Background: an optimization exercise with open tools, aiming at small area. Do not read the settings as production practice. At most, simulation tests tie the RTL to the original design; equivalence was not proved. The clock port is modelled as an ideal driver; clocking choices that lean on that would not hold on a real chip.

==> exp/maple <==
==> flow/design.v <==
`timescale 1ns / 1ps
module fifo_word(
    input               clk,
    input               shift,
    input               hold,
    input       [15: 0] d,
    output reg  [15: 0] q
);
    always @(posedge clk)
        q <= ({16{shift}} & d) | ({16{hold}} & q);
endmodule
module fifo_out(
    input               clk,
    input               load_lo,
    input               load_hi,
    input               keep,
    input       [ 7: 0] lo,
    input       [ 7: 0] hi,
    output reg  [ 7: 0] q
);
    always @(posedge clk)
        q <= ({8{load_lo}} & lo) | ({8{load_hi}} & hi) | ({8{keep}} & q);
endmodule
module fifo(
    input               clk,
    input               rstn,
    input               input_valid,
    input               output_enable,
    output              input_enable,
    output reg          output_valid,
    input       [15: 0] data_in,
    output      [ 7: 0] data_out
);
    wire [15: 0] w [0:16];   
    reg          half;       
    reg  [ 3: 0] cnt;        
    wire wr    = input_valid & ~output_valid;
    wire rd    = output_enable & output_valid;
    wire shift = wr | (rd & half);
    assign input_enable = ~output_valid;
    assign w[16] = data_in;
    genvar k;
    generate
        for (k = 0; k < 16; k = k + 1) begin : g_word
            fifo_word u_word (
                .clk   (clk),
                .shift (shift),
                .hold  (~shift),
                .d     (w[k + 1]),
                .q     (w[k])
            );
        end
    endgenerate
    fifo_out u_out (
        .clk     (clk),
        .load_lo (rd & ~half),
        .load_hi (rd & half),
        .keep    (~rd),
        .lo      (w[0][ 7: 0]),
        .hi      (w[0][15: 8]),
        .q       (data_out)
    );
    always @(posedge clk or negedge rstn) begin
        if (!rstn) begin
            output_valid <= 1'b0;
            half         <= 1'b0;
            cnt          <= 4'd0;
        end else begin
            if (rd)
                half <= ~half;
            if (shift) begin
                cnt <= cnt + 4'd1;
                if (cnt == 4'd15)
                    output_valid <= ~output_valid;
            end
        end
    end
endmodule
==> flow/flow/run.sh <==
#!/bin/bash
# Standard ORFS layout with these changes: port buffers use the smallest buffer
# cell, CTS builds the clock tree from clkbuf_8 clusters without dummy loads,
# and cells with spare slack are downsized after CTS.
set -euo pipefail
cd "$(dirname "$0")/.."
bash standard.sh \
  BUFFER_PORTS_ARGS="-buffer_cell sky130_fd_sc_hd__buf_1" \
  CTS_ARGS="-sink_clustering_enable -repair_clock_nets -dont_use_dummy_load -buf_list sky130_fd_sc_hd__clkbuf_8 -sink_clustering_size 20 -sink_clustering_max_diameter 100" \
  POST_CTS_TCL="$PWD/flow/recover.tcl" \
  finish > orfs_make.log 2>&1
==> flow/flow/recover.tcl <==
# Downsize cells on paths with spare setup slack, to save area.
log_cmd repair_timing -recover_power 100
==> flow/standard.sh <==
#!/bin/bash
# synth_recipe.tcl (not shown) runs the flow's synth.tcl, then flattens the netlist and writes it again
# the make line also repeats each setting of config.mk as NAME=value (left out here)
make -C /OpenROAD-flow-scripts/flow DESIGN_CONFIG=/design/flow/config.mk WORK_HOME=/design/flow/orfs CLKGATE_MAP_FILE= SYNTH_SCRIPT=/design/flow/synth_recipe.tcl "${@:-finish}"
==> flow/config.mk <==
export PLATFORM = sky130hd
export DESIGN_NAME = fifo
export DESIGN_NICKNAME = fifo
export VERILOG_FILES = /design/flow/design.v
export SDC_FILE = /design/flow/constraint.sdc
export NUM_CORES = 4
export LEC_CHECK = 0
export CAP_MARGIN = 0
export CORE_MARGIN = 2
export CORE_UTILIZATION = 60
export CTS_BUF_LIST = sky130_fd_sc_hd__clkbuf_8
export CTS_CLUSTER_DIAMETER = 100
export CTS_CLUSTER_SIZE = 20
export SLEW_MARGIN = 0
export SYNTH_HIERARCHICAL = 1
==> flow/constraint.sdc <==
create_clock -name core_clock -period 5.0 [get_ports {clk}]
set_input_delay 1.0000 -clock core_clock [delete_from_list [all_inputs] [get_ports {clk}]]
set_output_delay 1.0000 -clock core_clock [all_outputs]
set_load 0.01 [all_outputs]
==> exp/yarrow: changes against exp/maple <==
==> flow/design.v (replaced) <==
`timescale 1ns / 1ps
module fifo_word(
    input               clk,
    input               shift,
    input               hold,
    input       [15: 0] d,
    output reg  [15: 0] q
);
    always @(posedge clk)
        q <= ({16{shift}} & d) | ({16{hold}} & q);
endmodule
module fifo(
    input               clk,
    input               rstn,
    input               input_valid,
    input               output_enable,
    output reg          input_enable,
    output              output_valid,
    input       [15: 0] data_in,
    output reg  [ 7: 0] data_out
);
    wire [15: 0] w [0:16];   
    reg          half;       
    reg  [ 3: 0] cnt;        
    wire wr    = input_valid & input_enable;
    wire rd    = output_enable & ~input_enable;
    wire shift = wr | (rd & half);
    assign output_valid = ~input_enable;
    assign w[16] = data_in;
    genvar k;
    generate
        for (k = 0; k < 16; k = k + 1) begin : g_word
            fifo_word u_word (
                .clk   (clk),
                .shift (shift),
                .hold  (~shift),
                .d     (w[k + 1]),
                .q     (w[k])
            );
        end
    endgenerate
    always @(posedge clk) begin
        if (rd)
            data_out <= half ? w[0][15: 8] : w[0][ 7: 0];
    end
    always @(posedge clk or negedge rstn) begin
        if (!rstn) begin
            input_enable <= 1'b1;
            half         <= 1'b0;
            cnt          <= 4'd0;
        end else begin
            if (rd)
                half <= ~half;
            if (shift) begin
                cnt <= cnt + 4'd1;
                if (cnt == 4'd15)
                    input_enable <= ~input_enable;
            end
        end
    end
endmodule
==> flow/run.sh (new file) <==
#!/bin/bash
# synth_recipe.tcl (not shown) runs the flow's synth.tcl, then flattens the netlist and writes it again
# the make line also repeats each setting of config.mk as NAME=value (left out here)
make -C /OpenROAD-flow-scripts/flow DESIGN_CONFIG=/design/flow/config.mk WORK_HOME=/design/flow/orfs CLKGATE_MAP_FILE= SYNTH_SCRIPT=/design/flow/synth_recipe.tcl finish
removed: flow/flow/run.sh
removed: flow/flow/recover.tcl
removed: flow/standard.sh
==> exp/harbor: changes against exp/maple <==
==> flow/design.v (replaced) <==
`timescale 1ns / 1ps
module fifo(
    input               clk,
    input               rstn,
    input               input_valid,
    input               output_enable,
    output reg          input_enable,
    output              output_valid,
    input       [15: 0] data_in,
    output reg  [ 7: 0] data_out
);
    reg [15: 0] mem [0:15];
    reg         half;        
    reg [ 3: 0] cnt;         
    wire wr    = input_valid & input_enable;
    wire rd    = output_enable & ~input_enable;
    wire shift = wr | (rd & half);
    assign output_valid = ~input_enable;
    integer k;
    always @(posedge clk) begin
        if (shift) begin
            for (k = 0; k < 15; k = k + 1)
                mem[k] <= mem[k + 1];
            mem[15] <= data_in;
        end
    end
    always @(posedge clk) begin
        if (rd)
            data_out <= half ? mem[0][15: 8] : mem[0][ 7: 0];
    end
    always @(posedge clk or negedge rstn) begin
        if (!rstn) begin
            input_enable <= 1'b1;
            half         <= 1'b0;
            cnt          <= 4'd0;
        end else begin
            if (rd)
                half <= ~half;
            if (shift) begin
                cnt <= cnt + 4'd1;
                if (cnt == 4'd15)
                    input_enable <= ~input_enable;
            end
        end
    end
endmodule
==> flow/run.sh (new file) <==
#!/bin/bash
# synth_recipe.tcl (not shown) runs the flow's synth.tcl, then flattens the netlist and writes it again
# the make line also repeats each setting of config.mk as NAME=value (left out here)
make -C /OpenROAD-flow-scripts/flow DESIGN_CONFIG=/design/flow/config.mk WORK_HOME=/design/flow/orfs CLKGATE_MAP_FILE= SYNTH_SCRIPT=/design/flow/synth_recipe.tcl finish
- SYNTH_HIERARCHICAL: 1 -> default
removed: flow/flow/run.sh
removed: flow/flow/recover.tcl
removed: flow/standard.sh
==> qor.txt <==
crit start category: input pin
die area: 14800 sq um
CP Depth: 4
synth warn: 2
Max Clk Rate: 0.356 GHz
Main synth FF type: edfxtp_1
met1 usage: 12.9%
reg2reg end: mem[9][7]$_DFFE_PP_
leading cell type in the layout, fill and taps excluded: edfxtp_1
status: timing/DRC/antenna clean
crit-path max FO: 147
post-synth top area cell: edfxtp_1
mux contribution to synthesized area: 1.26%
post-layout min period: 2.81 ns
Clk pin slew, worst setup/hold paths: 0.11 ns
the above is filed under exp/harbor

==> qor.txt <==
status: timing/DRC/antenna clean
met1 usage: 21.1%
Clk pin slew, worst setup/hold paths: 0.12 ns
post-synth top area cell: dfxtp_1
post-layout min period: 2.64 ns
CP Depth: 1
Main synth FF type: dfxtp_1
die area: 15500 sq um
synth warn: 8
FFs & Latches: 270
the above is filed under exp/yarrow

==> qor.txt <==
crit start category: input pin
CP Depth: 6
Main synth FF type: dfxtp_1
status: timing/DRC/antenna clean
met1 usage: 24.6%
mux contribution to synthesized area: 0.173%
Clk pin slew, worst setup/hold paths: 0.11 ns
post-layout min period: 3.48 ns
leading cell type in the layout, fill and taps excluded: dfxtp_1
crit-path max FO: 134
the above is filed under exp/maple

Only the layout flow was run in exp/maple; the RTL was not checked for function there.

==> static timing again, ports no longer ideal <==
No port has a modelled driver above. Below, the same layouts with a new extraction and two added sets of constraints. Step 1, drivers: a clkbuf_16 drives clk and a buf_2 each remaining input, both assumed. Step 2 also shifts input and output timing later by t, the mid clock arrival at the registers, as if the neighbouring blocks saw the same clock. Slacks: no drivers / after step 1 / after step 2; pairs: no drivers / after step 1.
run | t (ns) | setup slack, ns | slew at the worst register clock pin (ns) | worst data-port slew with drivers (ns) | pins driven straight from the clock port
exp/maple | 0.529 | 1.516 / 1.528 / 0.999 | 0.11 / 0.11 | 0.03 | 1
exp/yarrow | 0.528 | 2.362 / 2.326 / 1.927 | 0.12 / 0.12 | 0.04 | 1
exp/harbor | 0.530 | 2.191 / 2.200 / 1.670 | 0.11 / 0.11 | 0.03 | 1
After both steps setup and hold are still met in every run listed. For exp/harbor, which loses most, drivers alone change the setup slack by +0.009 ns; drivers and shift together by -0.521 ns.
